Context: an optimization exercise on an open-source flow, tuned for small area, a short achievable clock period and few clock cycles. The choices shown serve that exercise and are no tape-out recipe. RTL that was checked went through simulation tests only; none was proved equivalent to the original.

Setup of before:
// Riscv_core
module Riscv_core
    (
        input                   clk,
        input                   rst_n,
        output  [13:0]          rom_addr,    
        input   [31:0]          inst,
        output  [31:0]          dmem_addr,   
        input   [31:0]          dmem_rdata,  
        output  [31:0]          dmem_wdata,  
        output  [3:0]           dmem_wmask   
    );
clock: 24.0 ns
lec_check: 0
abc_area: 1
cap_margin: 30
core_margin: 2
core_utilization: 45
cts_buf_list: sky130_fd_sc_hd__clkbuf_8
cts_cluster_size: 24
place_density: 0.6
slew_margin: 20
setup_slack_margin: 17
buffer_ports_args: -buffer_cell sky130_fd_sc_hd__buf_4
standard.sh (not shown) runs the stock make flow with config.mk's settings and CLKGATE_MAP_FILE= SYNTH_SCRIPT=/design/flow/synth_recipe.tcl, a recipe that flattens the netlist after the stock synthesis.
==> flow/flow/run.sh <==
#!/bin/bash
# Standard layout, with the timing repair aiming for a setup margin and
# ordinary buffers (not delay cells) on the ports.
cp standard.sh standard_sh.txt
cp config.mk config_mk_my.txt
echo "export SETUP_SLACK_MARGIN = 17" >> config.mk
echo "export BUFFER_PORTS_ARGS = -buffer_cell sky130_fd_sc_hd__buf_4" >> config.mk
bash standard.sh > standard.log 2>&1
Per the final summary, before finished and its layout is clean on timing, DRC and antenna.
Modified inputs, after compared to before
--- a/flow/design.v
+++ b/flow/design.v
@@ -311,21 +311,22 @@
     wire        fm1 = m_wen & (m_rd == rs1);
     wire        fm2 = m_wen & (m_rd == rs2);
     wire [31:0] rv1 = (rs1 == 5'd0) ? 32'd0 : fe1 ? e_res : fm1 ? wb : rf1;
     wire [31:0] rv2 = (rs2 == 5'd0) ? 32'd0 : fe2 ? e_res : fm2 ? wb : rf2;
     wire        go   = e_done & ~redirect & ~hazard;    
     wire        take = go & d_valid & ~kill;
     wire        d_next = (d_imm == 32'd4);
     wire        d_pred = d_br & d_imm[31];
-    wire [31:2] d_tgt  = d_pc + d_imm[31:2];
-    assign      d_fp   = d_valid & d_jal;
+    assign      d_fp   = d_valid & (d_jal | d_pred);
     assign rom_addr = pc_f[15:2];
     wire        f_jal  = (inst[6:0] == 7'b1101111);
+    wire        f_bb   = (inst[6:0] == 7'b1100011) & inst[31];
     wire [31:2] f_tj   = pc_f + {{12{inst[31]}}, inst[19:12], inst[20], inst[30:22]};
+    wire [31:2] f_tb   = pc_f + {{20{inst[31]}}, inst[7], inst[30:25], inst[11:9]};
     always @(posedge clk or negedge rst_n) begin
         if (!rst_n) begin
             pc_f     <= 30'd0;
             d_valid  <= 1'b0;
             e_wen    <= 1'b0;
             e_aluop  <= 1'b0;
             e_load   <= 1'b0;
             e_store  <= 1'b0;
@@ -336,23 +337,18 @@
             e_auipc  <= 1'b0;
             e_mul    <= 1'b0;
             e_div    <= 1'b0;
         end else if (e_done) begin
             if (redirect) begin
                 pc_f    <= redirect_pc;
                 d_valid <= 1'b0;
             end else if (~hazard) begin
-                if (d_valid & d_pred & ~kill) begin
-                    pc_f    <= d_tgt;
-                    d_valid <= 1'b0;
-                end else begin
-                    pc_f    <= f_jal ? f_tj : pc_f + 30'd1;
-                    d_valid <= 1'b1;
-                end
+                pc_f    <= f_jal ? f_tj : f_bb ? f_tb : pc_f + 30'd1;
+                d_valid <= 1'b1;
             end
             e_wen    <= take & (rd != 5'd0) &
                         (d_r_type | d_i_alu | d_ld | d_jal | d_jalr | d_lui | d_auipc);
             e_aluop  <= take & ((d_r_type & ~d_ir[25]) | d_i_alu);
             e_load   <= take & d_ld;
             e_store  <= take & d_st;
             e_branch <= take & d_br;
             e_jal    <= take & d_jal;
Findings:
after: full flow OK, the timing, design-rule and antenna checks passed
Total number of multi-input combinational cells, after vs before: down by a few percent
Final cell count is lower on after
Register-to-register slack essentially unchanged between after and before.
after ends up with a die area that is 0.0049 sq mm lower than in before.
Detailed-route wire length went down by a few percent going from before to after.
Testbench counts of after, summed over its fixed seeds: cycles 33,706.
For before, only the layout was checked, not whether the RTL still works.

--- another note on this design; it stands on its own ---

// Riscv_core
module Riscv_core
    (
        input                   clk,
        input                   rst_n,
        output  [13:0]          rom_addr,    
        input   [31:0]          inst,
        output  [31:0]          dmem_addr,   
        input   [31:0]          dmem_rdata,  
        output  [31:0]          dmem_wdata,  
        output  [3:0]           dmem_wmask   
    );
Size: ~11000 cells after synthesis, roughly 1400 flip-flops.
==> flow/config.mk <==
export PLATFORM = sky130hd
export DESIGN_NAME = Riscv_core
export DESIGN_NICKNAME = Riscv_core
export VERILOG_FILES = /design/flow/design.v
export SDC_FILE = /design/flow/constraint.sdc
export NUM_CORES = 8
export LEC_CHECK = 0
export ABC_AREA = 1
export CAP_MARGIN = 30
export CORE_MARGIN = 2
export CORE_UTILIZATION = 40
export CTS_BUF_LIST = sky130_fd_sc_hd__clkbuf_4 sky130_fd_sc_hd__clkbuf_8
export CTS_CLUSTER_SIZE = 30
export PLACE_DENSITY = 0.55
export SLEW_MARGIN = 20
export SETUP_SLACK_MARGIN = 17
export BUFFER_PORTS_ARGS = -buffer_cell sky130_fd_sc_hd__buf_4
==> flow/constraint.sdc <==
create_clock -name core_clock -period 24.0 [get_ports {clk}]
set_input_delay 4.8000 -clock core_clock [delete_from_list [all_inputs] [get_ports {clk}]]
set_output_delay 4.8000 -clock core_clock [all_outputs]
set_load 0.01 [all_outputs]
standard.sh (not shown) runs the stock make flow with config.mk's settings and CLKGATE_MAP_FILE= SYNTH_SCRIPT=/design/flow/synth_recipe.tcl, a recipe that flattens the netlist after the stock synthesis.
==> flow/flow/run.sh <==
#!/bin/bash
# Standard layout, with the timing repair aiming for a setup margin and
# ordinary buffers (not delay cells) on the ports.
cp standard.sh standard_sh.txt
cp config.mk config_mk_my.txt
echo "export SETUP_SLACK_MARGIN = 17" >> config.mk
echo "export BUFFER_PORTS_ARGS = -buffer_cell sky130_fd_sc_hd__buf_4" >> config.mk
bash standard.sh > standard.log 2>&1
The first run passed the timing, design-rule and antenna checks.
Testbench counts at the start, summed over its fixed seeds: cycles 35,921.
Change:
--- a/flow/config.mk
+++ b/flow/config.mk
@@ -10,7 +10,7 @@
 export CORE_MARGIN = 2
 export CORE_UTILIZATION = 40
-export CTS_BUF_LIST = sky130_fd_sc_hd__clkbuf_4 sky130_fd_sc_hd__clkbuf_8
-export CTS_CLUSTER_SIZE = 30
-export PLACE_DENSITY = 0.55
+export CTS_BUF_LIST = sky130_fd_sc_hd__clkbuf_8
+export CTS_CLUSTER_SIZE = 24
+export PLACE_DENSITY = 0.5
 export SLEW_MARGIN = 20
 export SETUP_SLACK_MARGIN = 17
After rerunning:
- sequential cell count does not change
- routed wire length is higher by 0.58%
- global-route usage is higher by 0.28 points
- worst setup slack got worse by 0.060 ns
- design area is lower by 0.79%
- synthesized area stays the same
- die area is unchanged
- synthesized cell count does not change

afterwards: timing with drivers on the ports:
Ports are ideal in the flow. The routed layouts listed here were re-timed in OpenROAD.
Step 1, drivers: a clkbuf_16 drives clk and a buf_2 each remaining input, both assumed.
Step 2 adds t to the input delays and takes it off the output delays; t is the mean of the earliest and latest rising clock arrival at the registers after step 1. Input paths then give back, and output paths get back, about the clock's delay inside the block.
Three values: no drivers, after step 1, after step 2; two values: the first two.
run | t (ns) | slack for setup (ns) | worst setup path after step 2 | clock arrival spread, ns
before | 1.123 | 16.941 / 16.982 / 15.858 | input to register | 0.127 / 0.127
after | 1.133 | 16.940 / 16.980 / 15.847 | input to register | 0.122 / 0.122
the first run of note 2 | 1.146 | 17.052 / 16.961 / 15.969 | input to register | 0.118 / 0.118
the second run of note 2 | 1.089 | 16.993 / 16.901 / 15.981 | input to register | 0.141 / 0.141
After both steps every run listed still meets setup and hold. For after, which loses most, drivers alone change the setup slack by +0.040 ns; drivers and shift together by -1.093 ns.
